Source: an optimization exercise on an open RTL-to-GDS flow (aim: small area, a short achievable clock period and few clock cycles). Production flows keep margins and buffers that such runs may drop. At most, simulation tests tie the RTL to the original design; equivalence was not proved. Only the layout flow was run in runs 1 to 6; the RTL was not checked for function there. Power is estimated from default activity; no workload was simulated.

==> flow/design.v <==
module add32bk(input [31:0] a, input [31:0] b, input cin, output [31:0] s, output co);
	wire [31:0] p0 = a ^ b;
	wire [31:0] g0 = a & b;
	wire [31:0] g1, p1;
	assign g1[0] = g0[0] | (p0[0] & cin);
	assign p1[0] = p0[0];
	assign g1[31:1] = g0[31:1];
	assign p1[31:1] = p0[31:1];
	wire [31:0] G [0:5];
	wire [31:0] P [0:5];
	assign G[0] = g1; assign P[0] = p1;
	genvar l, i;
	generate
		for (l = 0; l < 5; l = l + 1) begin : up
			for (i = 0; i < 32; i = i + 1) begin : n
				if ((i % (2 << l)) == ((2 << l) - 1)) begin
					assign G[l+1][i] = G[l][i] | (P[l][i] & G[l][i - (1 << l)]);
					assign P[l+1][i] = P[l][i] & P[l][i - (1 << l)];
				end else begin
					assign G[l+1][i] = G[l][i];
					assign P[l+1][i] = P[l][i];
				end
			end
		end
	endgenerate
	wire [31:0] C [0:4];
	assign C[0] = G[5];
	generate
		for (l = 3; l >= 0; l = l - 1) begin : dn
			for (i = 0; i < 32; i = i + 1) begin : n
				if ((i % (2 << l)) == ((1 << l) - 1) && i >= (2 << l)) begin
					assign C[4-l][i] = C[3-l][i] | (P[l][i] & C[3-l][i - (1 << l)]) ;
				end else begin
					assign C[4-l][i] = C[3-l][i];
				end
			end
		end
	endgenerate
	wire [31:0] c = C[4];
	assign s = p0 ^ {c[30:0], cin};
	assign co = c[31];
endmodule
module mod(input wire clk, input wire reset, input [31:0] a, input [31:0] b,
           output [31:0] result, output reg done);
	reg [31:0] r;
	reg [4:0] cnt;
	reg start, busy, big;
	wire [4:0] pa, pb;
	msb32 ma(.x(a), .p(pa));
	msb32 mb(.x(b), .p(pb));
	wire [5:0] s = {1'b0, pa} - {1'b0, pb};
	wire pos = ~s[5] & (s[4:0] != 5'd0);
	wire [31:0] d = b << cnt;
	wire [31:0] t;
	wire nb;
	add32bk sub1(.a(r), .b(~d), .cin(1'b1), .s(t), .co(nb));
	wire last = (cnt == 5'd0);
	always @(posedge clk) begin
		if (reset) begin
			start <= 1'b1;
			busy <= 1'b0;
			done <= 1'b0;
		end else if (start) begin
			start <= 1'b0;
			busy <= 1'b1;
		end else if (busy & last) begin
			busy <= 1'b0;
			done <= 1'b1;
		end
	end
	always @(posedge clk) begin
		if (start) begin
			r <= a;
			cnt <= pos ? s[4:0] : 5'd0;
			big <= pos;
		end else if (busy) begin
			if (nb | (last & ~big))
				r <= t;
			cnt <= cnt - 5'd1;
		end
	end
	assign result = r;
endmodule
module msb32(input [31:0] x, output [4:0] p);
	wire [15:0] v1; wire [15:0] p1;
	wire [7:0] v2; wire [15:0] p2;
	wire [3:0] v3; wire [11:0] p3;
	wire [1:0] v4; wire [7:0] p4;
	genvar i;
	generate
		for (i = 0; i < 16; i = i + 1) begin : l1
			assign v1[i] = x[2*i+1] | x[2*i];
			assign p1[i] = x[2*i+1];
		end
		for (i = 0; i < 8; i = i + 1) begin : l2
			assign v2[i] = v1[2*i+1] | v1[2*i];
			assign p2[2*i+1:2*i] = v1[2*i+1] ? {1'b1, p1[2*i+1]} : {1'b0, p1[2*i]};
		end
		for (i = 0; i < 4; i = i + 1) begin : l3
			assign v3[i] = v2[2*i+1] | v2[2*i];
			assign p3[3*i+2:3*i] = v2[2*i+1] ? {1'b1, p2[4*i+3:4*i+2]} : {1'b0, p2[4*i+1:4*i]};
		end
		for (i = 0; i < 2; i = i + 1) begin : l4
			assign v4[i] = v3[2*i+1] | v3[2*i];
			assign p4[4*i+3:4*i] = v3[2*i+1] ? {1'b1, p3[6*i+5:6*i+3]} : {1'b0, p3[6*i+2:6*i]};
		end
	endgenerate
	assign p = v4[1] ? {1'b1, p4[7:4]} : {1'b0, p4[3:0]};
endmodule
module alu(
	input wire clk,
	input wire reset,
	output reg [31:0] result,
	output done,
	input [2:0] sel,
	input [31:0] a,
	input [31:0] b
);
	wire sub = sel[2] & ~sel[0];
	wire [31:0] bx = b ^ {32{sub}};
	wire [31:0] s;
	wire co;
	add32bk add1(.a(a), .b(bx), .cin(sub), .s(s), .co(co));
	wire lt = (a[31] ^ b[31]) ? a[31] : s[31];
	wire [31:0] result_mod;
	mod mod1(.clk(clk), .reset(reset), .a(a), .b(b),
	         .result(result_mod), .done(done));
	always @(*) begin
		case (sel)
			3'd0: result = a & b;
			3'd1: result = a | b;
			3'd2: result = a ^ b;
			3'd3: result = ~(a | b);
			3'd4: result = {31'd0, lt};
			3'd7: result = result_mod;
			default: result = s;
		endcase
	end
endmodule
==> flow/run.sh <==
#!/bin/bash
# synth_recipe.tcl (not shown) runs the flow's synth.tcl, then flattens the netlist and writes it again
# the make line also repeats each setting of config.mk as NAME=value (left out here)
make -C /OpenROAD-flow-scripts/flow DESIGN_CONFIG=/design/flow/config.mk WORK_HOME=/design/flow/orfs CLKGATE_MAP_FILE= SYNTH_SCRIPT=/design/flow/synth_recipe.tcl finish
==> flow/config.mk <==
export PLATFORM = sky130hd
export DESIGN_NAME = alu
export DESIGN_NICKNAME = alu
export VERILOG_FILES = /design/flow/design.v
export SDC_FILE = /design/flow/constraint.sdc
export NUM_CORES = 4
export LEC_CHECK = 0
export CAP_MARGIN = 20
export CORE_MARGIN = 2
export CORE_UTILIZATION = 40
export SETUP_SLACK_MARGIN = 3.5
export SLEW_MARGIN = 20
export TNS_END_PERCENT = 100
==> flow/constraint.sdc <==
create_clock -name core_clock -period 10.0 [get_ports {clk}]
set_input_delay 2.0000 -clock core_clock [delete_from_list [all_inputs] [get_ports {clk}]]
set_output_delay 2.0000 -clock core_clock [all_outputs]
set_load 0.01 [all_outputs]
==> impl_results.md, run 1 <==
* Status: no timing/DRC/antenna violations
* Final wirelength at 34900 um
* Placed Cells at 1532
* RSZ-0062 raised after global routing: true
* Worst Clk Skew at 0.00361 ns
* Final worst setup slack at 2.35 ns
* Final Max Tran Viols at 0
* Cells after Synth at 1174
* First-pass GRT wire length at 53000 um
* GR Util All Layers at 0.285
* Min Hold Slack at 0.481 ns
* CP peak stage delay at 0.35 ns
* Fraction of layout instances using a drive strength above 1 at 0.155
* Area delta synth->final at 20.7%
* Crit-path max FO at 7
* 1st-iter DRT viols at 867
* Root buf cell: clkbuf_16
* Tightest Pin Transition at 0.852 ns
* Horiz. Die Dim at 157 um
* Register area share after synthesis at 0.128
* Layout Nets at 1488
* Yosys warns at 3
* Site row count at 55
* CP bufs+invs at 4
* Netlist cell types at 68
* Min-Delay Path Class: flop to flop
* Min Tclk post-route at 7.65 ns
* Post-Layout Cell Count at 1570
* Drt first pass iters at 5
* Most common cell after layout, fill and taps aside: ha_1
* Hold_buf cts at 0
* Syn_area_per_cell at 7.97 sq um
* CTS tree: yes
* Vias per std cell at 5.91
* Clk sinks at 41
* Number of global-route vias before repair at 8963
* FF+latch count, synth at 41
* Core footprint at 0.0228 sq mm
* Final Hold Vio Count at 0
* Wire per inst at 22.3 um
* CTS HTree Levels at 2
* Setup Viol. Count Final at 0
* CTS Buffer Depth at 2
* RePlAce Congestion at 0.921
* EDFF count, synth at 38
* Pin count of the biggest net entering global routing at 72
* CP cell instances: buf_12 > inv_16 > nand2_8 > xnor2_2 > ha_1 > o21ai_0 > a21oi_1 > o2111ai_2 > nand2_2 > a22o_4 > a41oi_2 > a211o_2 > o21a_1 > fa_2 > xor2_1 > xnor2_1 > buf_4 > xnor2_1 > a221oi_2 > a21oi_1 > buf_2
* Initial antenna violation count at 0
* Required time worst endpoint at 8.00 ns
* Initial Util at 0.411
* IO buf count at 101
* Clock transition at path regs at 0.06 ns
* DRC at 0
* # IOs at 102
* Maximum VDD drop at 0.108 mV
* Post-route cell area at 0.0113 sq mm
* Critical path class: primary input to primary output
* Clk Latency, worst-skew pair at 0.29 ns
* Slew HR at 0.432
* Fin Setup TNS at 0 ns
* Vert. Die Dim at 157 um
* DP Area at 0.0107 sq mm
* Total CTS buffers at 5
* ANT cells at 0
* Static leakage at 5.04 nW
* Die area at 0.0246 sq mm
* CP Launch Type: primary input
* Final Util at 0.496
* Final worst path period share at 0.765
* GRT Residual Overflow at 0
* Detail Route Antenna Nets at 0
* Pre-CTS setup slack at 1.39 ns
* DP Wirelength at 26100 um
* Total Power at 2.11 mW
* Critical-path top delay cell: fa_2
* CP delay by family, top: compound AO/OA/AOI/OAI gates
* Max Fclk at 131 MHz
* Asr flop ratio synth at 0
* CP arrival at 5.65 ns
* Top FF cell, synth: edfxtp_1
* Commonest non-fill, non-tap cells in the layout: ha_1, inv_1, nand2_1
* Mapped cell area at 0.00936 sq mm
* Power density cells at 186 mW/mm^2
* Max cap viols at 0
* Routed via count at 9286
* Syn nets at 1406
* Worst Setup End Kind: primary output
[registers in the layout (all words and copies together) (netlist names)]
register and cells:
mod1.start 1, mod1.big 1, mod1.busy 1, mod1.cnt 5
mod1.done 1, mod1.r 32
[Yosys cell counts (4+ instances only)]
cell | number | share of area
nand2_1 | 109 | 0.044
xnor2_1 | 53 | 0.050
a21o_1 | 14 | 0.011
a211oi_1 | 15 | 0.012
mux2i_1 | 36 | 0.038
a21boi_0 | 4 | 0.0032
and3_1 | 7 | 0.0047
o21a_1 | 6 | 0.0048
o22a_1 | 8 | 0.0075
nor2b_1 | 7 | 0.0047
o21bai_1 | 10 | 0.0080
a221oi_1 | 20 | 0.019
a211o_1 | 6 | 0.0056
edfxtp_1 | 38 | 0.12
o21ai_0 | 96 | 0.051
a21oi_1 | 98 | 0.052
xor2_1 | 19 | 0.018
a311oi_1 | 4 | 0.0037
a31oi_1 | 7 | 0.0047
fa_1 | 33 | 0.071
mux4_2 | 23 | 0.055
buf_2 | 8 | 0.0043
nand3_1 | 11 | 0.0059
nand4_1 | 6 | 0.0040
o211ai_1 | 9 | 0.0072
nor3_1 | 13 | 0.0070
nor4_1 | 9 | 0.0060
buf_1 | 12 | 0.0048
nand2b_1 | 21 | 0.014
o22ai_1 | 13 | 0.0087
and2_1 | 8 | 0.0053
inv_1 | 115 | 0.046
nor2_1 | 89 | 0.036
a22oi_1 | 5 | 0.0040
ha_1 | 130 | 0.17
mux2_2 | 12 | 0.014
clkbuf_1 | 47 | 0.019
o221ai_1 | 6 | 0.0056
[where the power goes]
part           switching, mW  internal (mW)
Combinational          0.842          0.663
Clock                 0.0730          0.125
Sequential            0.0990          0.305
Total                   1.01           1.09
[tightest hold or removal path: stages (launching register included)]
cell     delay (ns)
dfxtp_1        0.33
nor2_1         0.05
nor2_1         0.07
[logic make-up after synthesis]
kind of cell	share of synthesized area
flip-flops	0.128
adder cells (fa/ha/maj)	0.244
AO/OA/AOI/OAI	0.232
XOR/XNOR	0.0674
multiplexers	0.108
AND/OR/NAND/NOR	0.140
buffers and inverters	0.0793
[metal layers]
metal | vias to the layer above | track usage | wire [um]
li1 | 4354 | - | -
met1 | 4445 | 0.374 | 15000
met2 | 407 | 0.471 | 15900
met3 | 80 | 0.0394 | 2360
met4 | 0 | 0.122 | 1690
met5 | - | 0 | 0
[final timing paths]
kind / startpoint / end / slack (ns) / cells after the start
worst max-delay path: sel[0] / result[31] / 2.35 / 21
worst min-delay path: mod1.done$_SDFFE_PP0P_ / mod1.done$_SDFFE_PP0P_ / 0.48 / 2
worst max register to register: mod1.cnt[2]$_DFFE_PP_ / mod1.r[31]$_DFFE_PP_ / 4.92 / 17
worst min register to register: mod1.done$_SDFFE_PP0P_ / mod1.done$_SDFFE_PP0P_ / 0.48 / 2
[cell type report]
type | instances | area (sq um)
clock buffers | 7 | 143
clock inverters | 1 | 30.0
fillers | 2223 | 11500
inverters | 119 | 467
multi-input cells | 945 | 7810
flip-flops and latches | 41 | 1200
well taps | 313 | 392
repair buffers | 143 | 1250
repair inverters | 1 | 8.76
[repair_timing]
action / 4_1_cts / 5_1_grt
resized for setup: 188 / 35
endpoints found under the hold margin: 0 / 0
cloned: 3 / 0
setup buffers: 19 / 8
pin swaps: 24 / 15
endpoints found under the setup margin: 35 / 31
==> inputs of run 2 (changes only) <==
--- a/flow/design.v
+++ b/flow/design.v
@@ -46,3 +46,3 @@
 	reg [4:0] cnt;
-	reg start, busy, big;
+	reg start, busy;
 	wire [4:0] pa, pb;
@@ -52,7 +52,10 @@
 	wire pos = ~s[5] & (s[4:0] != 5'd0);
-	wire [31:0] d = b << cnt;
+	wire [4:0] sh = start ? (pos ? s[4:0] : 5'd0) : cnt;
+	wire [31:0] x = start ? a : r;
+	wire [31:0] d = b << sh;
 	wire [31:0] t;
 	wire nb;
-	add32bk sub1(.a(r), .b(~d), .cin(1'b1), .s(t), .co(nb));
-	wire last = (cnt == 5'd0);
+	add32bk sub1(.a(x), .b(~d), .cin(1'b1), .s(t), .co(nb));
+	wire last = (sh == 5'd0);
+	wire take = nb | (last & start);
 	always @(posedge clk) begin
@@ -62,8 +65,6 @@
 			done <= 1'b0;
-		end else if (start) begin
+		end else if (start | busy) begin
 			start <= 1'b0;
-			busy <= 1'b1;
-		end else if (busy & last) begin
-			busy <= 1'b0;
-			done <= 1'b1;
+			busy <= ~last;
+			done <= last;
 		end
@@ -71,10 +72,5 @@
 	always @(posedge clk) begin
-		if (start) begin
-			r <= a;
-			cnt <= pos ? s[4:0] : 5'd0;
-			big <= pos;
-		end else if (busy) begin
-			if (nb | (last & ~big))
-				r <= t;
-			cnt <= cnt - 5'd1;
+		if (start | busy) begin
+			r <= take ? t : x;
+			cnt <= sh - 5'd1;
 		end
==> impl_results.md, run 2 <==
* Status: no timing/DRC/antenna violations (unchanged)
* EDFF count, synth at 37 (was 38)
* Power density cells at 205 mW/mm^2 (was 186 mW/mm^2)
* 1st-iter DRT viols at 1179 (was 867)
* Final worst setup slack at 1.68 ns (was 2.35 ns)
* Horiz. Die Dim at 162 um (was 157 um)
* Critical path class: primary input to flop (was primary input to primary output)
* Initial Util at 0.410 (was 0.411)
* Number of global-route vias before repair at 10600 (was 8963)
* Hold_buf cts at 0 (unchanged)
* Final wirelength at 41700 um (was 34900 um)
* GRT Residual Overflow at 0 (unchanged)
* DP Wirelength at 30600 um (was 26100 um)
* Pre-CTS setup slack at 0.334 ns (was 1.39 ns)
* Site row count at 57 (was 55)
* Post-Layout Cell Count at 1781 (was 1570)
* Maximum VDD drop at 0.115 mV (was 0.108 mV)
* Fin Setup TNS at 0 ns (unchanged)
* Total CTS buffers at 5 (unchanged)
* CP Launch Type: primary input (unchanged)
* CP peak stage delay at 0.39 ns (was 0.35 ns)
* Setup Viol. Count Final at 0 (unchanged)
* Synth area leaders: ha_1, edfxtp_1, mux2i_1 (was ha_1, edfxtp_1, fa_1)
* Cell with the most instances after synthesis: ha_1 (unchanged)
* GR Util All Layers at 0.310 (was 0.285)
* IO buf count at 101 (unchanged)
* CTS Buffer Depth at 2 (unchanged)
* Cells after Synth at 1232 (was 1174)
* First-pass GRT wire length at 62800 um (was 53000 um)
* Crit-path max FO at 6 (was 7)
* Most flop-heavy register: mod1.r (unchanged)
* Slew HR at 0.364 (was 0.432)
* Top FF cell, synth: edfxtp_1 (unchanged)
* Synth top cells by count: ha_1, a21oi_1, inv_1, nor2_1, mux2i_1 (was ha_1, inv_1, nand2_1, a21oi_1, o21ai_0)
* Max cap viols at 0 (unchanged)
* Final worst path period share at 0.832 (was 0.765)
* Root buf cell: clkbuf_16 (unchanged)
* ANT cells at 0 (unchanged)
* RSZ-0062 raised after global routing: true (unchanged)
* Area delta synth->final at 39.7% (was 20.7%)
* Min-Delay Path Class: flop to flop (unchanged)
* CTS HTree Levels at 2 (unchanged)
* R2R setup slack at 3.69 ns (was 4.92 ns)
* Syn_area_per_cell at 8.13 sq um (was 7.97 sq um)
* Clock transition at path regs at 0.07 ns (was 0.06 ns)
* Worst Clk Skew at 0.00712 ns (was 0.00361 ns)
* Asr flop ratio synth at 0 (unchanged)
* Detail Route Antenna Nets at 0 (unchanged)
* Vert. Die Dim at 162 um (was 157 um)
* RePlAce Congestion at 0.988 (was 0.921)
* Yosys warns at 3 (unchanged)
* Clk sinks at 40 (was 41)
* Max Fclk at 120 MHz (was 131 MHz)
* Fraction of layout instances using a drive strength above 1 at 0.393 (was 0.155)
* Wire per inst at 23.4 um (was 22.3 um)
* Core footprint at 0.0245 sq mm (was 0.0228 sq mm)
* Max reg flops at 32 (unchanged)
* Worst R2R Path Depth at 23 (was 17)
* Netlist cell types at 69 (was 68)
* Min Tclk post-route at 8.32 ns (was 7.65 ns)
* Pin count of the biggest net entering global routing at 52 (was 72)
* Register area share after synthesis at 0.117 (was 0.128)
* Initial antenna violation count at 0 (unchanged)
* Final Max Tran Viols at 0 (unchanged)
* DRC at 0 (unchanged)
* Hold depth at 2 (unchanged)
* Mapped cell area at 0.0100 sq mm (was 0.00936 sq mm)
* Most common cell after layout, fill and taps aside: buf_4 (was ha_1)
* Final Util at 0.572 (was 0.496)
* Placed Cells at 1646 (was 1532)
* Final Hold Vio Count at 0 (unchanged)
* Layout Nets at 1687 (was 1488)
* Vias per std cell at 6.06 (was 5.91)
* # IOs at 102 (unchanged)
* Largest regs: mod1.r x32, mod1.cnt x5 (unchanged)
* Critical-path top delay cell: a221o_1 (was fa_2)
* Clk Latency, worst-skew pair at 0.30 ns (was 0.29 ns)
* CP arrival at 8.37 ns (was 5.65 ns)
* Required time worst endpoint at 10.05 ns (was 8.00 ns)
* FF+latch count, synth at 40 (was 41)
* Die area at 0.0263 sq mm (was 0.0246 sq mm)
* Commonest non-fill, non-tap cells in the layout: buf_4, ha_1, nor2_1 (was ha_1, inv_1, nand2_1)
* Share of the synthesized area in the top cell type at 0.161 (was 0.174)
* Routed via count at 10800 (was 9286)
* Syn nets at 1463 (was 1406)
* Worst Setup End Kind: flop (was primary output)
* Static leakage at 6.20 nW (was 5.04 nW)
* Drt first pass iters at 7 (was 5)
* CTS tree: yes (unchanged)
* Area leader, netlist: ha_1 (unchanged)
* Tightest Pin Transition at 0.948 ns (was 0.852 ns)
==> run 2: worst max-delay path, delay by kind of cell <==
| kind | cells | cell delay (ns) |
|---|---|---|
| AOI/OAI and AO/OA | 10 | 2.24 |
| xor gates and xnor gates | 2 | 0.38 |
| and+or+nand+nor | 7 | 1.33 |
| muxes | 3 | 0.76 |
| adders and majority gates | 4 | 1.15 |
| buffers and inverters | 3 | 0.51 |
==> run 2: final timing paths <==
path                                         startpoint                     end
worst max-delay path                              a[29]    mod1.r[31]$_DFFE_PP_
worst min-delay path             mod1.done$_SDFFE_PP0P_  mod1.done$_SDFFE_PP0P_
worst max register to register  mod1.start$_SDFFE_PP1P_    mod1.r[31]$_DFFE_PP_
worst min register to register   mod1.done$_SDFFE_PP0P_  mod1.done$_SDFFE_PP0P_
==> run 2: power by group <==
group	internal [mW]	switching (mW)
Sequential	0.326	0.0903
Clock	0.0922	0.0732
Combinational	1.17	1.12
Total	1.58	1.28
==> run 2: metrics by stage <==
stage               hold slack [ns]  cell area (sq um)  power (mW)
floorplan                     0.470              10400        1.71
global placement              0.447              11800        2.22
detailed placement            0.456              11800        2.24
CTS                           0.469              13400        2.71
global route                  0.508              14000        3.05
finish                        0.462              14000        2.87
==> run 2: kinds of logic after synthesis <==
family,Yosys count,share of synthesized area
adders and majority gates,162,0.227
buffers and inverters,178,0.0708
muxes,138,0.155
xor gates and xnor gates,77,0.0673
AOI/OAI and AO/OA,371,0.244
DFF,40,0.117
and+or+nand+nor,266,0.119
==> run 2: layer usage <==
layer  GRT usage  routed length (um)  vias to the layer above
li1            -                   -                     4972
met1       0.429               18100                     5147
met2       0.486               18300                      562
met3      0.0598                3910                      103
met4       0.100                1420                        0
met5           0                   0                        -
==> run 2: cell type report <==
type / count / area, sq um
repair buffers: 281 / 2420
fillers: 2237 / 10500
flip-flops and latches: 40 / 1170
clock buffers: 5 / 125
inverters: 110 / 477
clock inverters: 3 / 18.8
repair inverters: 2 / 17.5
well taps: 324 / 405
multi-input cells: 1016 / 9370
==> run 2: timing repair <==
item	4_1_cts	5_1_grt
setup endpoints to repair	64	59
gates resized for setup	563	105
cloned	7	1
setup buffers	96	23
pin swaps	98	48
==> inputs of run 3 (changes only) <==
--- a/flow/design.v
+++ b/flow/design.v
@@ -1,19 +1,15 @@
-module add32bk(input [31:0] a, input [31:0] b, input cin, output [31:0] s, output co);
+module add32sk(input [31:0] a, input [31:0] b, input cin, output [31:0] s, output co);
 	wire [31:0] p0 = a ^ b;
 	wire [31:0] g0 = a & b;
-	wire [31:0] g1, p1;
-	assign g1[0] = g0[0] | (p0[0] & cin);
-	assign p1[0] = p0[0];
-	assign g1[31:1] = g0[31:1];
-	assign p1[31:1] = p0[31:1];
 	wire [31:0] G [0:5];
 	wire [31:0] P [0:5];
-	assign G[0] = g1; assign P[0] = p1;
+	assign G[0] = {g0[31:1], g0[0] | (p0[0] & cin)};
+	assign P[0] = p0;
 	genvar l, i;
 	generate
-		for (l = 0; l < 5; l = l + 1) begin : up
+		for (l = 0; l < 5; l = l + 1) begin : lv
 			for (i = 0; i < 32; i = i + 1) begin : n
-				if ((i % (2 << l)) == ((2 << l) - 1)) begin
-					assign G[l+1][i] = G[l][i] | (P[l][i] & G[l][i - (1 << l)]);
-					assign P[l+1][i] = P[l][i] & P[l][i - (1 << l)];
+				if (i & (1 << l)) begin
+					assign G[l+1][i] = G[l][i] | (P[l][i] & G[l][((i >> l) << l) - 1]);
+					assign P[l+1][i] = P[l][i] & P[l][((i >> l) << l) - 1];
 				end else begin
@@ -25,16 +21,3 @@
 	endgenerate
-	wire [31:0] C [0:4];
-	assign C[0] = G[5];
-	generate
-		for (l = 3; l >= 0; l = l - 1) begin : dn
-			for (i = 0; i < 32; i = i + 1) begin : n
-				if ((i % (2 << l)) == ((1 << l) - 1) && i >= (2 << l)) begin
-					assign C[4-l][i] = C[3-l][i] | (P[l][i] & C[3-l][i - (1 << l)]) ;
-				end else begin
-					assign C[4-l][i] = C[3-l][i];
-				end
-			end
-		end
-	endgenerate
-	wire [31:0] c = C[4];
+	wire [31:0] c = G[5];
 	assign s = p0 ^ {c[30:0], cin};
@@ -52,10 +35,13 @@
 	wire pos = ~s[5] & (s[4:0] != 5'd0);
-	wire [4:0] sh = start ? (pos ? s[4:0] : 5'd0) : cnt;
+	wire [4:0] sh = start ? 5'd0 : cnt;
 	wire [31:0] x = start ? a : r;
-	wire [31:0] d = b << sh;
-	wire [31:0] t;
-	wire nb;
-	add32bk sub1(.a(x), .b(~d), .cin(1'b1), .s(t), .co(nb));
+	wire [31:0] d1 = b << sh;
+	wire [31:0] d0 = {1'b0, d1[31:1]};
+	wire [31:0] t1, t0;
+	wire nb1, nb0;
+	add32sk sub1(.a(x), .b(~d1), .cin(1'b1), .s(t1), .co(nb1));
+	add32sk sub0(.a(x), .b(~d0), .cin(1'b1), .s(t0), .co(nb0));
 	wire last = (sh == 5'd0);
-	wire take = nb | (last & start);
+	wire two = ~last & ~nb1;
+	wire fin = start ? ~pos : (last | (two & (sh == 5'd1)));
 	always @(posedge clk) begin
@@ -67,4 +53,4 @@
 			start <= 1'b0;
-			busy <= ~last;
-			done <= last;
+			busy <= ~fin;
+			done <= fin;
 		end
@@ -72,5 +58,11 @@
 	always @(posedge clk) begin
-		if (start | busy) begin
-			r <= take ? t : x;
-			cnt <= sh - 5'd1;
+		if (start) begin
+			r <= pos ? a : t1;
+			cnt <= s[4:0];
+		end else if (busy) begin
+			if (nb1)
+				r <= t1;
+			else if (two & nb0)
+				r <= t0;
+			cnt <= sh - (two ? 5'd2 : 5'd1);
 		end
@@ -118,3 +110,3 @@
 	wire co;
-	add32bk add1(.a(a), .b(bx), .cin(sub), .s(s), .co(co));
+	add32sk add1(.a(a), .b(bx), .cin(sub), .s(s), .co(co));
 	wire lt = (a[31] ^ b[31]) ? a[31] : s[31];
==> impl_results.md, run 3 <==
* Final wirelength at 47400 um (was 41700 um)
* Share of the synthesized area in the top cell type at 0.177 (was 0.161)
* Fin Setup TNS at 0 ns (unchanged)
* Wire per inst at 23.6 um (was 23.4 um)
* CP cell instances: buf_8 > clkinv_4 > buf_12 > nand2_8 > xnor2_2 > ha_1 > nand4_1 > or3_4 > a21oi_4 > nor4_4 > buf_4 > buf_6 > buf_6 > o311ai_4 > nand2_1 > nor4_1 > or3_1 > buf_2
* Clock transition at path regs at 0.07 ns (about the same)
* Switch Pwr at 1.85 mW (was 1.28 mW)
* Setup Viol. Count Final at 0 (unchanged)
* Placed Cells at 1937 (was 1646)
* CTS Buffer Depth at 2 (unchanged)
* Mapped cell area at 0.0114 sq mm (was 0.0100 sq mm)
* Asr flop ratio synth at 0 (unchanged)
* Final Hold Vio Count at 0 (unchanged)
* CP arrival at 5.10 ns (was 8.37 ns)
* Max Fclk at 141 MHz (was 120 MHz)
* GRT Residual Overflow at 0 (unchanged)
* Fill count at 2711 (was 2237)
* Reg power frac at 0.122 (was 0.145)
* Total Power at 3.61 mW (was 2.87 mW)
* Worst Setup End Kind: primary output (was flop)
* Post-Layout Cell Count at 2013 (was 1781)
* Internal power at 1.76 mW (was 1.58 mW)
* CP peak stage delay at 0.47 ns (was 0.39 ns)
* Synth area leaders: ha_1, edfxtp_1, a21oi_1 (was ha_1, edfxtp_1, mux2i_1)
* Die area at 0.0298 sq mm (was 0.0263 sq mm)
* Synth top cells by count: a21oi_1, ha_1, nand2_1, nor2_1, o21ai_0 (was ha_1, a21oi_1, inv_1, nor2_1, mux2i_1)
* Netlist cell types at 84 (was 69)
* Register area share after synthesis at 0.103 (was 0.117)
* Tightest Pin Transition at 1.02 ns (was 0.948 ns)
* RePlAce Congestion at 0.962 (was 0.988)
* Vert. Die Dim at 173 um (was 162 um)
* R2R setup slack at 3.86 ns (was 3.69 ns)
* Min-Delay Path Class: flop to flop (unchanged)
* CP Launch Type: primary input (unchanged)
* Final Util at 0.511 (was 0.572)
* Hold-critical path endpoint: mod1.done$_SDFFE_PP0P_ (unchanged)
* Hold depth at 2 (unchanged)
* Cell with the most instances after synthesis: a21oi_1 (was ha_1)
* RSZ-0062 raised after global routing: true (unchanged)
* Top FF cell, synth: edfxtp_1 (unchanged)
* Critical path class: primary input to primary output (was primary input to flop)
* Crit-path max FO at 8 (was 6)
* Min Hold Slack at 0.520 ns (was 0.462 ns)
* Worst Clk Skew at 0.00444 ns (was 0.00712 ns)
* Reg-to-reg endpoint: mod1.r[6]$_DFFE_PP_ (was mod1.r[31]$_DFFE_PP_)
* Max reg flops at 32 (unchanged)
* Most used cell along the critical path: buf_6
* Syn nets at 1764 (was 1463)
* Critical-path top delay cell: or3_4 (was a221o_1)
* Horiz. Die Dim at 173 um (was 162 um)
* Pin count of the biggest net entering global routing at 58 (was 52)
* Drt first pass iters at 5 (was 7)
* Site row count at 61 (was 57)
* 1st-iter DRT viols at 1317 (was 1179)
* Layout Nets at 1881 (was 1687)
* GR Util All Layers at 0.302 (was 0.310)
* Initial Util at 0.408 (was 0.410)
* DRC at 0 (unchanged)
* Vias per std cell at 6.15 (was 6.06)
* Root buf cell: clkbuf_16 (unchanged)
* Syn_area_per_cell at 7.50 sq um (was 8.13 sq um)
* Slew HR at 0.317 (was 0.364)
* Most flop-heavy register: mod1.r (unchanged)
* Clk sinks at 40 (unchanged)
* Routed via count at 12400 (was 10800)
* Hold_sp: mod1.done$_SDFFE_PP0P_ (unchanged)
* Power density cells at 254 mW/mm^2 (was 205 mW/mm^2)
* EDFF count, synth at 37 (unchanged)
* Status: no timing/DRC/antenna violations (unchanged)
* Clk Latency, worst-skew pair at 0.29 ns (was 0.30 ns)
* Seq. cell area at 0.00117 sq mm (unchanged)
* Largest regs: mod1.r x32, mod1.cnt x5 (unchanged)
* Power share of the combinational group at 0.811 (was 0.797)
* Maximum VDD drop at 0.105 mV (was 0.115 mV)
* Fraction of layout instances using a drive strength above 1 at 0.212 (was 0.393)
* Detail Route Antenna Nets at 0 (unchanged)
* Multi-input gate area at 0.0105 sq mm (was 0.00937 sq mm)
* Required time worst endpoint at 8.00 ns (was 10.05 ns)
* ANT cells at 0 (unchanged)
* Yosys warns at 3 (unchanged)
* Final Max Tran Viols at 0 (unchanged)
* CTS tree: yes (unchanged)
* Hold_buf cts at 0 (unchanged)
* Switching portion of total power at 0.513 (was 0.447)
* Number of global-route vias before repair at 11900 (was 10600)
* Clock share of power at 0.068 (was 0.058)
* FF-to-FF Start: mod1.start$_SDFFE_PP1P_ (unchanged)
* Min Tclk post-route at 7.10 ns (was 8.32 ns)
* Cells after Synth at 1517 (was 1232)
* DP Wirelength at 35800 um (was 30600 um)
* Initial antenna violation count at 0 (unchanged)
* FF+latch count, synth at 40 (unchanged)
* CTS HTree Levels at 2 (unchanged)
* Worst R2R Path Depth at 21 (was 23)
* Total CTS buffers at 5 (unchanged)
* Area leader, netlist: ha_1 (unchanged)
* Static leakage at 6.20 nW (about the same)
* IO buf count at 101 (unchanged)
* Final worst path period share at 0.710 (was 0.832)
* Core footprint at 0.0279 sq mm (was 0.0245 sq mm)
* First-pass GRT wire length at 70600 um (was 62800 um)
* # IOs at 102 (unchanged)
* Commonest non-fill, non-tap cells in the layout: a21oi_1, ha_1, nand2_1 (was buf_4, ha_1, nor2_1)
* Max cap viols at 0 (unchanged)
* Area delta synth->final at 25.3% (was 39.7%)
## run 3: power groups by stage
stage          clock network (mW)  registers (mW)  logic, mW
5_1_grt                     0.249           0.446       3.20
2_1_floorplan                   0           0.359       1.94
6_report                    0.244           0.440       2.93
3_3_place_gp                    0           0.433       2.54
4_1_cts                     0.243           0.429       2.71
3_5_place_dp                    0           0.431       2.56
## run 3: worst max-delay path: cells and delay by family
family | cells | cell delay [ns]
XOR/XNOR | 1 | 0.17
AND/OR/NAND/NOR | 7 | 1.36
AO/OA/AOI/OAI | 2 | 0.47
buffers and inverters | 7 | 0.78
adder cells (fa/ha/maj) | 1 | 0.31
## run 3: layout make-up
class | instances | share of cell area
clock buffer | 5 | 0.00878
tap | 378 | 0.0332
sequential | 40 | 0.0823
clock inverter | 3 | 0.00632
timing repair buffer | 181 | 0.106
multi-input combinational | 1306 | 0.736
inverter | 100 | 0.0271
## run 3: how the worst max path moves through the flow
stage            endpoint  slack (ns)    from
2_1_floorplan  result[30]        3.40  sel[2]
3_3_place_gp   result[30]        1.99  sel[0]
3_5_place_dp   result[30]        1.97  sel[0]
4_1_cts        result[30]        2.98  sel[0]
5_1_grt        result[31]        2.77  sel[0]
6_report        result[0]        2.90  sel[0]
## run 3: layer usage
layer  global-route usage  vias up  share of wire
met3               0.0587       91          0.092
met4               0.0986        0          0.030
met5                    0        -              0
li1                     -     5775              -
met2                0.481      652           0.45
met1                0.411     5858           0.43
## run 3: cells by family (layout without fill, tap and decap cells)
kind of cell    Yosys count  after routing  share of synthesized area
compound gates          511            511                      0.286
simple gates            412            415                      0.171
fa+ha+maj               178            178                      0.207
buf+inv                 174            289                     0.0611
xor+xnor                107            107                     0.0824
mux                      95             95                     0.0897
flops                    40             40                      0.103
## run 3: repair_timing
| item | 4_1_cts | 5_1_grt |
|---|---|---|
| resized for setup | 247 | 130 |
| pin swaps | 58 | 40 |
| buffers inserted | 38 | 26 |
| setup endpoints to repair | 101 | 96 |
| cloned | 3 | 1 |
## run 3: through the flow
step	setup slack [ns]	area, sq um
6_report	2.90	14200
5_1_grt	2.77	14200
4_1_cts	2.98	13700
3_5_place_dp	1.97	12700
3_3_place_gp	1.99	12700
2_1_floorplan	3.40	11500
==> inputs of run 4 (changes only) <==
--- a/flow/config.mk
+++ b/flow/config.mk
@@ -9,3 +9,4 @@
 export CORE_MARGIN = 2
-export CORE_UTILIZATION = 40
+export CORE_UTILIZATION = 65
+export PLACE_DENSITY = 0.75
 export SETUP_SLACK_MARGIN = 3.5
==> impl_results.md, run 4 <==
* Status: no timing/DRC/antenna violations (unchanged)
* Maximum VDD drop at 0.251 mV (was 0.105 mV)
* Initial Util at 0.662 (was 0.408)
* Tightest Pin Transition at 0.949 ns (was 1.02 ns)
* Worst Setup End Kind: primary output (unchanged)
* Cell with the most instances after synthesis: a21oi_1 (unchanged)
* First-pass GRT wire length at 67700 um (was 70600 um)
* Min-Delay Path Class: flop to flop (unchanged)
* Syn nets at 1764 (unchanged)
* DRC at 0 (unchanged)
* Wire per inst at 27.4 um (was 23.6 um)
* Final Hold Vio Count at 0 (unchanged)
* Root buf cell: clkbuf_16 (unchanged)
* Asr flop ratio synth at 0 (unchanged)
* Max cap viols at 0 (unchanged)
* Final wirelength at 51100 um (was 47400 um)
* Static leakage at 6.22 nW (was 6.20 nW)
* CP Launch Type: primary input (unchanged)
* RSZ-0062 raised after global routing: true (unchanged)
* GR Util All Layers at 0.475 (was 0.302)
* Mapped cell area at 0.0114 sq mm (unchanged)
* Core footprint at 0.0172 sq mm (was 0.0279 sq mm)
* Vert. Die Dim at 136 um (was 173 um)
* Synth area leaders: ha_1, edfxtp_1, a21oi_1 (unchanged)
* Share of the synthesized area in the top cell type at 0.177 (unchanged)
* Horiz. Die Dim at 136 um (was 173 um)
* Synth top cells by count: a21oi_1, ha_1, nand2_1, nor2_1, o21ai_0 (unchanged)
* Placed Cells at 1780 (was 1937)
* Total Power at 3.62 mW (was 3.61 mW)
* Cells after Synth at 1517 (unchanged)
* Layout Nets at 1883 (was 1881)
* Detail Route Antenna Nets at 0 (unchanged)
* Max reg flops at 32 (unchanged)
* Final Util at 0.821 (was 0.511)
* DP Wirelength at 32300 um (was 35800 um)
* Power density cells at 257 mW/mm^2 (was 254 mW/mm^2)
* Required time worst endpoint at 8.00 ns (about the same)
* Routed via count at 13800 (was 12400)
* Fin Setup TNS at 0 ns (unchanged)
* Total CTS buffers at 5 (unchanged)
* Most common cell after layout, fill and taps aside: ha_1
* RePlAce Congestion at 1.06 (was 0.962)
* Top FF cell, synth: edfxtp_1 (unchanged)
* Fraction of layout instances using a drive strength above 1 at 0.212 (about the same)
* Syn_area_per_cell at 7.50 sq um (unchanged)
* Clk Latency, worst-skew pair at 0.30 ns (was 0.29 ns)
* Area leader, netlist: ha_1 (unchanged)
* FF+latch count, synth at 40 (unchanged)
* Site row count at 48 (was 61)
* Most flop-heavy register: mod1.r (unchanged)
* Yosys warns at 3 (unchanged)
* Critical path class: primary input to primary output (unchanged)
* EDFF count, synth at 37 (unchanged)
* Clock transition at path regs at 0.07 ns (about the same)
* Die area at 0.0186 sq mm (was 0.0298 sq mm)
* Min Tclk post-route at 7.64 ns (was 7.10 ns)
* Hold_buf cts at 0 (unchanged)
* Commonest non-fill, non-tap cells in the layout: ha_1, a21oi_1, nand2_1 (was a21oi_1, ha_1, nand2_1)
* GRT Residual Overflow at 0 (unchanged)
* CTS tree: yes (unchanged)
* Slew HR at 0.365 (was 0.317)
* IO buf count at 101 (unchanged)
* Final worst path period share at 0.764 (was 0.710)
* Register area share after synthesis at 0.103 (unchanged)
* Drt first pass iters at 11 (was 5)
* Crit-path max FO at 4 (was 8)
* Number of global-route vias before repair at 12100 (was 11900)
* Worst Clk Skew at 0.00858 ns (was 0.00444 ns)
* CTS HTree Levels at 2 (unchanged)
* Vias per std cell at 7.43 (was 6.15)
* Post-Layout Cell Count at 1864 (was 2013)
* CTS Buffer Depth at 2 (unchanged)
* Largest regs: mod1.r x32, mod1.cnt x5 (unchanged)
* CP arrival at 5.64 ns (was 5.10 ns)
* Setup Viol. Count Final at 0 (unchanged)
* Initial antenna violation count at 3 (was 0)
* Max Fclk at 131 MHz (was 141 MHz)
* 1st-iter DRT viols at 2544 (was 1317)
* Pin count of the biggest net entering global routing at 81 (was 58)
* Final Max Tran Viols at 0 (unchanged)
* # IOs at 102 (unchanged)
* Netlist cell types at 84 (unchanged)
* Clk sinks at 40 (unchanged)
* Area delta synth->final at 24.0% (was 25.3%)
[run 4: final timing paths]
path	from	to	slack, ns	cells after the start
worst min-delay path	mod1.done$_SDFFE_PP0P_	mod1.done$_SDFFE_PP0P_	0.53	2
worst max-delay path	sel[0]	result[0]	2.36	18
worst min register to register	mod1.done$_SDFFE_PP0P_	mod1.done$_SDFFE_PP0P_	0.53	2
worst max register to register	mod1.start$_SDFFE_PP1P_	mod1.r[11]$_DFFE_PP_	3.79	19
[run 4: worst max-delay path, cell delays in order]
cell and delay [ns]:
buf_12 0.11, clkinv_8 0.08, nand2_8 0.08, buf_8 0.16
xnor2_1 0.57, ha_1 0.29, nand4_1 0.17, nor2_1 0.22
o211ai_1 0.16, buf_4 0.21, a21oi_4 0.33, nor4_4 0.07
buf_6 0.15, o311ai_4 0.25, buf_4 0.18, a21oi_1 0.07
or3_1 0.36, buf_2 0.17
[run 4: power by group]
group          leakage, nW  internal (mW)  switching, mW
sequential           0.389          0.332          0.109
combinational         5.76           1.27           1.72
clock               0.0789          0.116         0.0755
[run 4: layout make-up]
cell class                      instances  area, sq um
Clock buffer                            5          125
Inverter                              100          394
Multi-Input combinational cell       1307        10500
Clock inverter                          3         37.5
Antenna cell                            2         5.00
Tap cell                              225          282
Sequential cell                        40         1170
Timing Repair Buffer                  181         1580
Fill cell                            1094         3070
Timing Repair inverter                  1         5.00
[run 4: kinds of logic after synthesis]
kind of cell / Yosys count / share of synthesized area
DFF: 40 / 0.103
and+or+nand+nor: 412 / 0.171
buffers and inverters: 174 / 0.0611
AOI/OAI and AO/OA: 511 / 0.286
muxes: 95 / 0.0897
xor gates and xnor gates: 107 / 0.0824
adders and majority gates: 178 / 0.207
[run 4: timing repair]
| item | in CTS | in global routing |
|---|---|---|
| gates cloned | 4 | 1 |
| setup buffers | 34 | 34 |
| gates resized for setup | 267 | 130 |
| pin swaps | 55 | 48 |
| endpoints found under the setup margin | 101 | 98 |
[run 4: metrics by stage]
| stage | worst slack (ns) | hold WS (ns) | cell area (sq um) |
|---|---|---|---|
| 2_1_floorplan | 3.40 | 0.512 | 11500 |
| 6_report | 2.36 | 0.533 | 14100 |
| 5_1_grt | 2.51 | 0.590 | 14100 |
| 3_3_place_gp | 1.63 | 0.489 | 12500 |
| 4_1_cts | 3.21 | 0.526 | 13300 |
| 3_5_place_dp | 1.46 | 0.510 | 12500 |
[run 4: per-layer routing]
metal	share of wire	GRT usage	up-vias
li1	-	-	5814
met5	0.0048	0	-
met1	0.36	0.634	6261
met3	0.16	0.123	433
met2	0.41	0.717	1330
met4	0.075	0.215	10
==> inputs of run 5 (changes only) <==
--- a/flow/config.mk
+++ b/flow/config.mk
@@ -9,5 +9,4 @@
 export CORE_MARGIN = 2
-export CORE_UTILIZATION = 65
-export PLACE_DENSITY = 0.75
-export SETUP_SLACK_MARGIN = 3.5
+export CORE_UTILIZATION = 40
+export SETUP_SLACK_MARGIN = 5
 export SLEW_MARGIN = 20
==> impl_results.md, run 5 <==
* Status: no timing/DRC/antenna violations (unchanged)
* Routed via count at 13300 (was 13800)
* Max Fclk at 143 MHz (was 131 MHz)
* Drt first pass iters at 5 (was 11)
* Post-route cell area at 0.0169 sq mm (was 0.0141 sq mm)
* Maximum VDD drop at 0.155 mV (was 0.251 mV)
* Vias per std cell at 6.27 (was 7.43)
* First-pass GRT wire length at 76300 um (was 67700 um)
* Fraction of layout instances using a drive strength above 1 at 0.412 (was 0.212)
* Horiz. Die Dim at 173 um (was 136 um)
* Cell with the most instances after synthesis: a21oi_1 (unchanged)
* CTS tree: yes (unchanged)
* Syn nets at 1764 (unchanged)
* 1st-iter DRT viols at 1177 (was 2544)
* Syn_area_per_cell at 7.50 sq um (unchanged)
* Die area at 0.0298 sq mm (was 0.0186 sq mm)
* Tightest Pin Transition at 0.946 ns (was 0.949 ns)
* Max cap viols at 0 (unchanged)
* Core footprint at 0.0279 sq mm (was 0.0172 sq mm)
* Largest regs: mod1.r x32, mod1.cnt x5 (unchanged)
* Synth top cells by count: a21oi_1, ha_1, nand2_1, nor2_1, o21ai_0 (unchanged)
* Root buf cell: clkbuf_16 (unchanged)
* Clock transition at path regs at 0.07 ns (about the same)
* RePlAce Congestion at 0.964 (was 1.06)
* CP peak stage delay at 0.31 ns (was 0.57 ns)
* CP bufs+invs at 6 (was 7)
* Slew HR at 0.367 (was 0.365)
* RSZ-0062 raised after global routing: true (unchanged)
* # IOs at 102 (unchanged)
* Reg-to-reg endpoint: mod1.cnt[4]$_DFFE_PP_ (was mod1.r[11]$_DFFE_PP_)
* IO buf count at 101 (unchanged)
* Asr flop ratio synth at 0 (unchanged)
* Critical path class: primary input to primary output (unchanged)
* Vert. Die Dim at 173 um (was 136 um)
* Initial antenna violation count at 0 (was 3)
* Number of global-route vias before repair at 12800 (was 12100)
* CTS Buffer Depth at 2 (unchanged)
* Total CTS buffers at 5 (unchanged)
* Hold depth at 2 (unchanged)
* Critical-path top delay cell: ha_1 (was xnor2_1)
* CP cell instances: buf_16 > clkinv_8 > nand2_8 > buf_6 > xnor2_2 > ha_1 > o211ai_1 > a21oi_4 > o211ai_1 > buf_4 > buf_6 > nand3_4 > a21o_1 > a21o_1 > a31oi_1 > xor2_1 > a221oi_2 > buf_2 (was buf_12 > clkinv_8 > nand2_8 > buf_8 > xnor2_1 > ha_1 > nand4_1 > nor2_1 > o211ai_1 > buf_4 > a21oi_4 > nor4_4 > buf_6 > o311ai_4 > buf_4 > a21oi_1 > or3_1 > buf_2)
* Cells after Synth at 1517 (unchanged)
* Min-Delay Path Class: flop to flop (unchanged)
* Power density cells at 281 mW/mm^2 (was 257 mW/mm^2)
* DRC at 0 (unchanged)
* Netlist cell types at 84 (unchanged)
* Clk Latency, worst-skew pair at 0.30 ns (about the same)
* Wire per inst at 24.0 um (was 27.4 um)
* Fin Setup TNS at 0 ns (unchanged)
* Setup Viol. Count Final at 0 (unchanged)
* CP delay by family, top: compound AO/OA/AOI/OAI gates (was buffers and inverters)
* FF+latch count, synth at 40 (unchanged)
* Worst Setup End Kind: primary output (unchanged)
* CTS HTree Levels at 2 (unchanged)
* Min Tclk post-route at 6.97 ns (was 7.64 ns)
* Hold-critical path endpoint: mod1.done$_SDFFE_PP0P_ (unchanged)
* Register area share after synthesis at 0.103 (unchanged)
* Final Max Tran Viols at 0 (unchanged)
* Hold_buf cts at 0 (unchanged)
* Initial Util at 0.408 (was 0.662)
* Share of the synthesized area in the top cell type at 0.177 (unchanged)
* Final Hold Vio Count at 0 (unchanged)
* Site row count at 61 (was 48)
* Commonest non-fill, non-tap cells in the layout: ha_1, buf_4, nand2_1 (was ha_1, a21oi_1, nand2_1)
* ANT cells at 0 (was 2)
* Worst Clk Skew at 0.00500 ns (was 0.00858 ns)
* Final wirelength at 51100 um (about the same)
* DP Wirelength at 35300 um (was 32300 um)
* Most flop-heavy register: mod1.r (unchanged)
* Area leader, netlist: ha_1 (unchanged)
* Hold_sp: mod1.done$_SDFFE_PP0P_ (unchanged)
* Synth area leaders: ha_1, edfxtp_1, a21oi_1 (unchanged)
* Mapped cell area at 0.0114 sq mm (unchanged)
* GR Util All Layers at 0.325 (was 0.475)
* Layout Nets at 1994 (was 1883)
* Detail Route Antenna Nets at 0 (unchanged)
* Static leakage at 6.95 nW (was 6.22 nW)
* Clk sinks at 40 (unchanged)
* Crit-path max FO at 6 (was 4)
* Yosys warns at 3 (unchanged)
* Required time worst endpoint at 8.00 ns (about the same)
* R2R setup slack at 4.22 ns (was 3.79 ns)
* Max reg flops at 32 (unchanged)
* Top FF cell, synth: edfxtp_1 (unchanged)
* Area delta synth->final at 48.7% (was 24.0%)
* Pin count of the biggest net entering global routing at 81 (unchanged)
* GRT Residual Overflow at 0 (unchanged)
* Crit path launch: sel[0] (unchanged)
* FF-to-FF Start: mod1.start$_SDFFE_PP1P_ (unchanged)
* CP arrival at 4.97 ns (was 5.64 ns)
* EDFF count, synth at 37 (unchanged)
* Final worst path period share at 0.697 (was 0.764)
* Worst R2R Path Depth at 27 (was 19)
* DP Area at 0.0132 sq mm (was 0.0125 sq mm)
* CP Launch Type: primary input (unchanged)
==> run 5: logic make-up (layout without fill, tap and decap cells) <==
group | after synthesis | count (layout) | share of synthesized area
AOI/OAI and AO/OA | 511 | 511 | 0.286
xor gates and xnor gates | 107 | 107 | 0.0824
and+or+nand+nor | 412 | 417 | 0.171
adders and majority gates | 178 | 178 | 0.207
buffers and inverters | 174 | 400 | 0.0611
muxes | 95 | 95 | 0.0897
DFF | 40 | 40 | 0.103
==> run 5: through the flow <==
stage               utilization  hold WS, ns  power, mW  worst slack, ns  cells
finish                    0.607        0.629       4.75             3.03   2126
global route              0.607        0.674       5.02             2.98   2126
CTS                       0.571        0.609       4.21             3.17   2081
detailed placement        0.474        0.512       3.15             1.61   1936
global placement          0.474        0.494       3.13             1.65   1936
floorplan                     -        0.512       2.49             3.42   1517
==> run 5: per-layer routing <==
metal / track usage / vias up / wire (um) / part of all wire
met5: 0 / - / 0 / 0
met3: 0.0490 / 132 / 4320 / 0.085
met2: 0.516 / 656 / 22900 / 0.45
li1: - / 6033 / - / -
met4: 0.129 / 0 / 2490 / 0.049
met1: 0.443 / 6503 / 21400 / 0.42
==> run 5: layout make-up <==
type                       count  area (sq um)
multi-input combinational   1308         11900
clock buffer                   5           125
tap                          378           473
clock inverter                 3          37.5
fill                        2382         10900
sequential                    40          1170
inverter                     100           439
timing repair buffer         292          2800
==> run 5: timing repair <==
action,4_1_cts,5_1_grt
endpoints found under the setup margin,103,103
gates resized for setup,728,154
gates cloned,9,3
buffers inserted,128,42
pin swaps,132,106
==> run 5: worst reg2reg max path, cell delays in order (launching register included) <==
cell and delay, ns:
dfxtp_4 0.45, inv_1 0.09, buf_4 0.38, nand2_8 0.34, clkinv_2 0.32, mux4_2 0.61
mux2i_4 0.18, nand2_1 0.09, a32oi_2 0.31, ha_1 0.31, buf_4 0.16, nand2_1 0.08
o21ai_2 0.09, a21bo_2 0.22, a221oi_4 0.25, buf_6 0.16, a21oi_4 0.07, o22ai_4 0.24
buf_6 0.16, buf_12 0.11, nand2_8 0.06, ha_4 0.18, inv_4 0.05, fa_2 0.20
nor3_2 0.05, xor2_1 0.16, nor2_1 0.12, a21oi_1 0.05
==> run 5: power by group <==
| group | switching [mW] | total (mW) | leakage, nW | internal, mW |
|---|---|---|---|---|
| clock network | 0.0819 | 0.199 | 0.0789 | 0.117 |
| logic | 2.11 | 4.10 | 6.48 | 1.99 |
| registers | 0.115 | 0.447 | 0.389 | 0.332 |
| total | 2.31 | 4.75 | 6.95 | 2.44 |
==> run 5: how the worst max path moves through the flow <==
stage | end | slack, ns | cells past startpoint
5_1_grt | result[23] | 2.98 | 18
3_5_place_dp | result[30] | 1.61 | 15
6_report | result[23] | 3.03 | 18
3_3_place_gp | result[30] | 1.65 | 15
2_1_floorplan | result[30] | 3.42 | 14
4_1_cts | result[30] | 3.17 | 18
==> inputs of run 6 (changes only) <==
--- a/flow/design.v
+++ b/flow/design.v
@@ -35,3 +35,3 @@
 	wire pos = ~s[5] & (s[4:0] != 5'd0);
-	wire [4:0] sh = start ? 5'd0 : cnt;
+	wire [4:0] sh = start ? (pos ? s[4:0] : 5'd0) : cnt;
 	wire [31:0] x = start ? a : r;
@@ -45,3 +45,3 @@
 	wire two = ~last & ~nb1;
-	wire fin = start ? ~pos : (last | (two & (sh == 5'd1)));
+	wire fin = last | (two & (sh == 5'd1));
 	always @(posedge clk) begin
@@ -58,7 +58,4 @@
 	always @(posedge clk) begin
-		if (start) begin
-			r <= pos ? a : t1;
-			cnt <= s[4:0];
-		end else if (busy) begin
-			if (nb1)
+		if (start | busy) begin
+			if (nb1 | (last & start))
 				r <= t1;
--- a/flow/config.mk
+++ b/flow/config.mk
@@ -10,3 +10,3 @@
 export CORE_UTILIZATION = 40
-export SETUP_SLACK_MARGIN = 5
+export SETUP_SLACK_MARGIN = 3.5
 export SLEW_MARGIN = 20
==> impl_results.md, run 6 <==
* Status: no timing/DRC/antenna violations (unchanged)
* Commonest non-fill, non-tap cells in the layout: buf_4, ha_1, mux2i_1 (was ha_1, buf_4, nand2_1)
* Share of the synthesized area in the top cell type at 0.177 (about the same)
* Tightest Pin Transition at 0.772 ns (was 0.946 ns)
* Top FF cell, synth: edfxtp_1 (unchanged)
* ANT cells at 0 (unchanged)
* Critical-path top delay cell: fa_2 (was ha_1)
* Register area share after synthesis at 0.103 (about the same)
* Most used cell along the critical path: o21ai_1
* DRC at 0 (unchanged)
* Setup Viol. Count Final at 0 (unchanged)
* Required time worst endpoint at 10.04 ns (was 8.00 ns)
* CTS Buffer Depth at 2 (unchanged)
* EDFF count, synth at 37 (unchanged)
* Min-Delay Path Class: flop to flop (unchanged)
* Initial Util at 0.408 (about the same)
* Cells after Synth at 1438 (was 1517)
* Vert. Die Dim at 173 um (about the same)
* Crit-path max FO at 6 (unchanged)
* Mapped cell area at 0.0114 sq mm (about the same)
* Area leader, netlist: ha_1 (unchanged)
* Clk sinks at 40 (unchanged)
* Fin Setup TNS at 0 ns (unchanged)
* Maximum VDD drop at 0.212 mV (was 0.155 mV)
* DP Wirelength at 33500 um (was 35300 um)
* Critical path class: primary input to flop (was primary input to primary output)
* Asr flop ratio synth at 0 (unchanged)
* Netlist cell types at 76 (was 84)
* Die area at 0.0298 sq mm (about the same)
* Syn nets at 1685 (was 1764)
* Area delta synth->final at 45.5% (was 48.7%)
* Final Max Tran Viols at 0 (unchanged)
* Number of global-route vias before repair at 12300 (was 12800)
* First-pass GRT wire length at 72300 um (was 76300 um)
* Post-route cell area at 0.0165 sq mm (was 0.0169 sq mm)
* RePlAce Congestion at 0.950 (was 0.964)
* Fraction of layout instances using a drive strength above 1 at 0.371 (was 0.412)
* Final Hold Vio Count at 0 (unchanged)
* DP Area at 0.0134 sq mm (was 0.0132 sq mm)
* Total CTS buffers at 5 (unchanged)
* Pin count of the biggest net entering global routing at 78 (was 81)
* Root buf cell: clkbuf_16 (unchanged)
* CTS HTree Levels at 2 (unchanged)
* Drt first pass iters at 6 (was 5)
* Largest regs: mod1.r x32, mod1.cnt x5 (unchanged)
* Vias per std cell at 6.11 (was 6.27)
* Yosys warns at 3 (unchanged)
* Core footprint at 0.0279 sq mm (unchanged)
* Clock transition at path regs at 0.08 ns (was 0.07 ns)
* Most flop-heavy register: mod1.r (unchanged)
* 1st-iter DRT viols at 1249 (was 1177)
* Final worst path period share at 0.815 (was 0.697)
* CP arrival at 8.19 ns (was 4.97 ns)
* CTS tree: yes (unchanged)
* Final wirelength at 48400 um (was 51100 um)
* Min Tclk post-route at 8.15 ns (was 6.97 ns)
* Static leakage at 7.21 nW (was 6.95 nW)
* Slew HR at 0.486 (was 0.367)
* RSZ-0062 raised after global routing: true (unchanged)
* Most common cell after layout, fill and taps aside: buf_4
* CP peak stage delay at 0.41 ns (was 0.31 ns)
* # IOs at 102 (unchanged)
* Initial antenna violation count at 0 (unchanged)
* Worst Clk Skew at 0.0151 ns (was 0.00500 ns)
* Cell with the most instances after synthesis: ha_1 (was a21oi_1)
* Layout Nets at 1937 (was 1994)
* Wire per inst at 23.4 um (was 24.0 um)
* FF+latch count, synth at 40 (unchanged)
* Site row count at 61 (unchanged)
* Worst Setup End Kind: flop (was primary output)
* Routed via count at 12600 (was 13300)
* Horiz. Die Dim at 173 um (about the same)
* Max reg flops at 32 (unchanged)
* CP Launch Type: primary input (unchanged)
* Syn_area_per_cell at 7.90 sq um (was 7.50 sq um)
* Max Fclk at 123 MHz (was 143 MHz)
* GR Util All Layers at 0.309 (was 0.325)
* GRT Residual Overflow at 0 (unchanged)
* Synth top cells by count: ha_1, mux2i_1, a21oi_1, inv_1 (was a21oi_1, ha_1, nand2_1, nor2_1, o21ai_0)
* IO buf count at 101 (unchanged)
* Max cap viols at 0 (unchanged)
* Detail Route Antenna Nets at 0 (unchanged)
* Power density cells at 328 mW/mm^2 (was 281 mW/mm^2)
* Clk Latency, worst-skew pair at 0.30 ns (about the same)
* Synth area leaders: ha_1, mux2i_1, edfxtp_1 (was ha_1, edfxtp_1, a21oi_1)
## run 6: power by group
group / total [mW] / internal, mW / switching (mW) / leakage, nW
sequential: 0.505 / 0.411 / 0.0946 / 0.385
combinational: 4.75 / 2.33 / 2.43 / 6.75
clock: 0.170 / 0.0924 / 0.0773 / 0.0736
total: 5.43 / 2.83 / 2.60 / 7.21
## run 6: area by class of cell
class / count / area, sq um
Clock buffer: 5 / 125
Sequential cell: 40 / 1170
Inverter: 103 / 388
Clock inverter: 3 / 18.8
Tap cell: 378 / 473
Timing Repair Buffer: 326 / 3120
Multi-Input combinational cell: 1214 / 11200
Fill cell: 2435 / 11300
## run 6: per-layer routing
metal,vias to the layer above,wire length (um),global-route usage,part of all wire
met5,-,0,0,0
met4,0,2120,0.127,0.044
met3,133,3910,0.0526,0.081
met2,612,21900,0.498,0.45
met1,6102,20500,0.409,0.42
li1,5792,-,-,-
## run 6: cell families after synthesis
| kind of cell | share of synthesized area |
|---|---|
| AOI/OAI and AO/OA | 0.245 |
| xor gates and xnor gates | 0.0879 |
| adders and majority gates | 0.207 |
| buffers and inverters | 0.0663 |
| DFF | 0.103 |
| muxes | 0.149 |
| and+or+nand+nor | 0.141 |
## run 6: worst max-delay path, delay by kind of cell
kind	cells	cell delay [ns]
and+or+nand+nor	5	0.68
muxes	2	0.42
AOI/OAI and AO/OA	19	3.21
xor gates and xnor gates	1	0.09
buffers and inverters	7	0.88
adders and majority gates	3	0.90
## run 6: path summary, 6_finish.rpt
check                          startpoint                endpoint  slack [ns]  depth (start not counted)
setup reg to reg  mod1.start$_SDFFE_PP1P_   mod1.cnt[4]$_DFFE_PP_        4.23                         23
hold reg to reg    mod1.done$_SDFFE_PP0P_  mod1.done$_SDFFE_PP0P_        0.47                          2
setup / recovery                    a[18]   mod1.cnt[4]$_DFFE_PP_        1.85                         37
hold / removal     mod1.done$_SDFFE_PP0P_  mod1.done$_SDFFE_PP0P_        0.47                          2
## run 6: what timing repair did
action / in CTS / in global routing
hold buffers: 0 / 0
gates resized for setup: 535 / 135
cloned: 16 / 0
setup buffers: 127 / 35
setup endpoints to repair: 102 / 101
pin swaps: 110 / 93
## run 6: stage by stage
stage                     hold WS [ns]  cells  utilization  power (mW)  worst slack (ns)
after floorplan                  0.470   1438            -        2.94              2.08
after global routing             0.495   2069        0.593        5.75              1.68
final                            0.471   2069        0.593        5.43              1.85
after detailed placement         0.452   1883        0.480        3.77             0.269
after global placement           0.442   1883        0.480        3.75             0.264
after CTS                        0.475   2034        0.568        5.01              2.06
==> inputs of run 7 (changes only) <==
--- a/flow/design.v
+++ b/flow/design.v
@@ -1,4 +1,5 @@
-module add32sk(input [31:0] a, input [31:0] b, input cin, output [31:0] s, output co);
-	wire [31:0] p0 = a ^ b;
-	wire [31:0] g0 = a & b;
+module add32sk(input [31:0] a, input [31:0] b, input cin, output [31:0] s, output co,
+               output [31:0] p0, output [31:0] g0);
+	assign p0 = a ^ b;
+	assign g0 = a & b;
 	wire [31:0] G [0:5];
@@ -34,4 +35,4 @@
 	wire [5:0] s = {1'b0, pa} - {1'b0, pb};
-	wire pos = ~s[5] & (s[4:0] != 5'd0);
-	wire [4:0] sh = start ? (pos ? s[4:0] : 5'd0) : cnt;
+	wire pos = ~s[5] & (s[4:1] != 4'd0);	 
+	wire [4:0] sh = start ? 5'd1 : cnt;
 	wire [31:0] x = start ? a : r;
@@ -45,3 +46,3 @@
 	wire two = ~last & ~nb1;
-	wire fin = last | (two & (sh == 5'd1));
+	wire fin = start ? (~pos & two) : (last | (two & (sh == 5'd1)));
 	always @(posedge clk) begin
@@ -58,4 +59,12 @@
 	always @(posedge clk) begin
-		if (start | busy) begin
-			if (nb1 | (last & start))
+		if (start) begin
+			if (pos)
+				r <= a;
+			else if (nb1)
+				r <= t1;
+			else
+				r <= t0;
+			cnt <= pos ? s[4:0] : 5'd0;
+		end else if (busy) begin
+			if (nb1)
 				r <= t1;
@@ -105,5 +114,5 @@
 	wire [31:0] bx = b ^ {32{sub}};
-	wire [31:0] s;
+	wire [31:0] s, p, g;
 	wire co;
-	add32sk add1(.a(a), .b(bx), .cin(sub), .s(s), .co(co));
+	add32sk add1(.a(a), .b(bx), .cin(sub), .s(s), .co(co), .p0(p), .g0(g));
 	wire lt = (a[31] ^ b[31]) ? a[31] : s[31];
@@ -114,6 +123,6 @@
 		case (sel)
-			3'd0: result = a & b;
-			3'd1: result = a | b;
-			3'd2: result = a ^ b;
-			3'd3: result = ~(a | b);
+			3'd0: result = g;
+			3'd1: result = g | p;
+			3'd2: result = p;
+			3'd3: result = ~(g | p);
 			3'd4: result = {31'd0, lt};
--- a/flow/config.mk
+++ b/flow/config.mk
@@ -10,3 +10,3 @@
 export CORE_UTILIZATION = 40
-export SETUP_SLACK_MARGIN = 3.5
+export SETUP_SLACK_MARGIN = 2.5
 export SLEW_MARGIN = 20
==> impl_results.md, run 7 <==
* Yosys warns at 3 (unchanged)
* Max Used Layer: met4 (unchanged)
* Final Util at 0.471 (was 0.593)
* Root buf cell: clkbuf_16 (unchanged)
* Vias per std cell at 6.14 (was 6.11)
* RSZ-0062 raised after global routing: true (unchanged)
* Fin Setup TNS at 0 ns (unchanged)
* Fraction of layout instances using a drive strength above 1 at 0.0786 (was 0.371)
* Max reg flops at 32 (unchanged)
* Tightest Pin Transition at 0.808 ns (was 0.772 ns)
* Initial Util at 0.409 (was 0.408)
* Largest family of logic cells by synthesized area: compound AO/OA/AOI/OAI gates (unchanged)
* Required time worst endpoint at 8.00 ns (was 10.04 ns)
* GRT Residual Overflow at 0 (unchanged)
* RePlAce Congestion at 0.985 (was 0.950)
* Cell with the most instances after synthesis: nor2_1 (was ha_1)
* Final wirelength at 42800 um (was 48400 um)
* Area delta synth->final at 15.2% (was 45.5%)
* Maximum VDD drop at 0.158 mV (was 0.212 mV)
* Fill count at 2710 (was 2435)
* Slew HR at 0.461 (was 0.486)
* Final worst path period share at 0.736 (was 0.815)
* Post-route cell area at 0.0127 sq mm (was 0.0165 sq mm)
* Post-synthesis xor/xnor area fraction at 0.0792 (was 0.0879)
* First-pass GRT wire length at 65000 um (was 72300 um)
* Cells after Synth at 1481 (was 1438)
* Horiz. Die Dim at 170 um (was 173 um)
* Worst Setup End Kind: primary output (was flop)
* DP Wirelength at 34500 um (was 33500 um)
* Hold depth at 2 (unchanged)
* Routed wl met3 at 2730 um (was 3910 um)
* 1st-iter DRT viols at 1150 (was 1249)
* IO buf count at 101 (unchanged)
* Static leakage at 5.64 nW (was 7.21 nW)
* Die area at 0.0290 sq mm (was 0.0298 sq mm)
* Clk Latency, worst-skew pair at 0.30 ns (about the same)
* Max cap viols at 0 (unchanged)
* Crit path launch: b[18] (was a[18])
* Routed via count at 11500 (was 12600)
* Max Fclk at 136 MHz (was 123 MHz)
* Vert. Die Dim at 170 um (was 173 um)
* Most common cell after layout, fill and taps aside: nor2_1 (was buf_4)
* FF+latch count, synth at 40 (unchanged)
* Area leader, netlist: ha_1 (unchanged)
* Most flop-heavy register: mod1.r (unchanged)
* Min-Delay Path Class: flop to flop (unchanged)
* Top FF cell, synth: edfxtp_1 (unchanged)
* Commonest non-fill, non-tap cells in the layout: nor2_1, a21oi_1, ha_1 (was buf_4, ha_1, mux2i_1)
* Met2 WL at 18900 um (was 21900 um)
* Hold-critical path endpoint: mod1.done$_SDFFE_PP0P_ (unchanged)
* CP arrival at 5.36 ns (was 8.19 ns)
* Drt first pass iters at 6 (unchanged)
* CTS tree: yes (unchanged)
* Core footprint at 0.0270 sq mm (was 0.0279 sq mm)
* Pin count of the biggest net entering global routing at 81 (was 78)
* Netlist cell types at 81 (was 76)
* Critical path class: primary input to primary output (was primary input to flop)
* Largest regs: mod1.r x32, mod1.cnt x5 (unchanged)
* Final Max Tran Viols at 0 (unchanged)
* Synth area leaders: ha_1, edfxtp_1, mux2i_1 (was ha_1, mux2i_1, edfxtp_1)
* Status: no timing/DRC/antenna violations (unchanged)
* Detail Route Antenna Nets at 0 (unchanged)
* CTS Buffer Depth at 2 (unchanged)
* Layout Nets at 1757 (was 1937)
* CP Launch Type: primary input (unchanged)
* Syn_area_per_cell at 7.46 sq um (was 7.90 sq um)
* Syn nets at 1699 (was 1685)
* Mux cell area share after synthesis at 0.117 (was 0.149)
* Number of global-route vias before repair at 10900 (was 12300)
* Synth Area in Compound Gates at 0.284 (was 0.245)
* Asr flop ratio synth at 0 (unchanged)
==> run 7: where the power goes <==
group	internal [mW]	leakage, nW	switching [mW]	total, mW
registers	0.362	0.393	0.110	0.472
logic	1.26	5.15	1.81	3.08
clock network	0.142	0.0899	0.0765	0.218
==> run 7: per-layer routing <==
metal,GRT usage,vias up
li1,-,5558
met3,0.0293,78
met4,0.106,0
met1,0.406,5504
met5,0,-
met2,0.472,408
==> run 7: cell families after synthesis <==
family | Yosys count
and+or+nand+nor | 407
adders and majority gates | 149
DFF | 40
xor gates and xnor gates | 100
buffers and inverters | 179
AOI/OAI and AO/OA | 482
muxes | 124
==> run 7: metrics by stage <==
step	total power [mW]	instances
final	3.77	1881
after global routing	4.10	1880
after detailed placement	3.47	1864
after floorplan	2.69	1481
after global placement	3.44	1864
after CTS	3.71	1880
==> run 7: worst max-delay path by stage <==
| stage | to | slack, ns |
|---|---|---|
| final | result[26] | 2.64 |
| after floorplan | result[26] | 2.54 |
| after detailed placement | result[0] | 1.57 |
| after global routing | result[28] | 2.46 |
| after global placement | result[0] | 1.66 |
| after CTS | result[0] | 2.41 |
==> run 7: cell type report <==
| class | count | area, sq um | share of cell area |
|---|---|---|---|
| antenna | 1 | 2.50 | 0.000197 |
| clock inverter | 2 | 60.1 | 0.00472 |
| timing repair buffer | 126 | 1170 | 0.0923 |
| clock buffer | 5 | 125 | 0.00983 |
| sequential | 40 | 1170 | 0.0921 |
| inverter | 103 | 394 | 0.0310 |
| multi-input combinational | 1263 | 9380 | 0.736 |
| tap | 341 | 427 | 0.0335 |
==> run 7: critical path: stages <==
cell             delay, ns
clkdlybuf4s50_1       0.63
xnor2_1               0.37
inv_1                 0.07
ha_1                  0.35
a21o_2                0.21
a21oi_1               0.30
nand2_1               0.15
a221o_2               0.41
a21oi_2               0.16
xnor2_1               0.08
a221o_1               0.34
dlygate4sd2_1         0.28
==> run 7: what timing repair did <==
action                                  CTS  global route
gates resized for setup                  42            25
pin swaps                                 9             6
gates cloned                              1             0
endpoints found under the setup margin   25            48
setup buffers                             8             0
Testbench counts of run 7, summed over its fixed seeds: cycles 14,763.

==> afterwards: timing with drivers on the ports <==
Ports are ideal in the flow. The routed layouts listed here were re-timed in OpenROAD. Step 1, drivers: a clkbuf_16 drives clk and a buf_2 each remaining input, both assumed. Step 2, shift: input delay + t, output delay - t, t = (earliest + latest rising clock arrival at the registers) / 2. This alone moves slack from input paths to output paths. Three values: no drivers, after step 1, after step 2; two values: the first two.
| run | t, ns | slack for setup (ns) |
|---|---|---|
| run 1 | 0.328 | 2.352 / 2.298 / 2.298 |
| run 2 | 0.334 | 1.681 / 1.701 / 1.367 |
| run 3 | 0.329 | 2.899 / 2.858 / 2.858 |
| run 4 | 0.331 | 2.358 / 2.298 / 2.298 |
| run 5 | 0.340 | 3.030 / 2.902 / 2.902 |
| run 6 | 0.338 | 1.851 / 1.866 / 1.528 |
| run 7 | 0.341 | 2.642 / 2.618 / 2.588 |
After both steps every run listed still meets setup and hold.
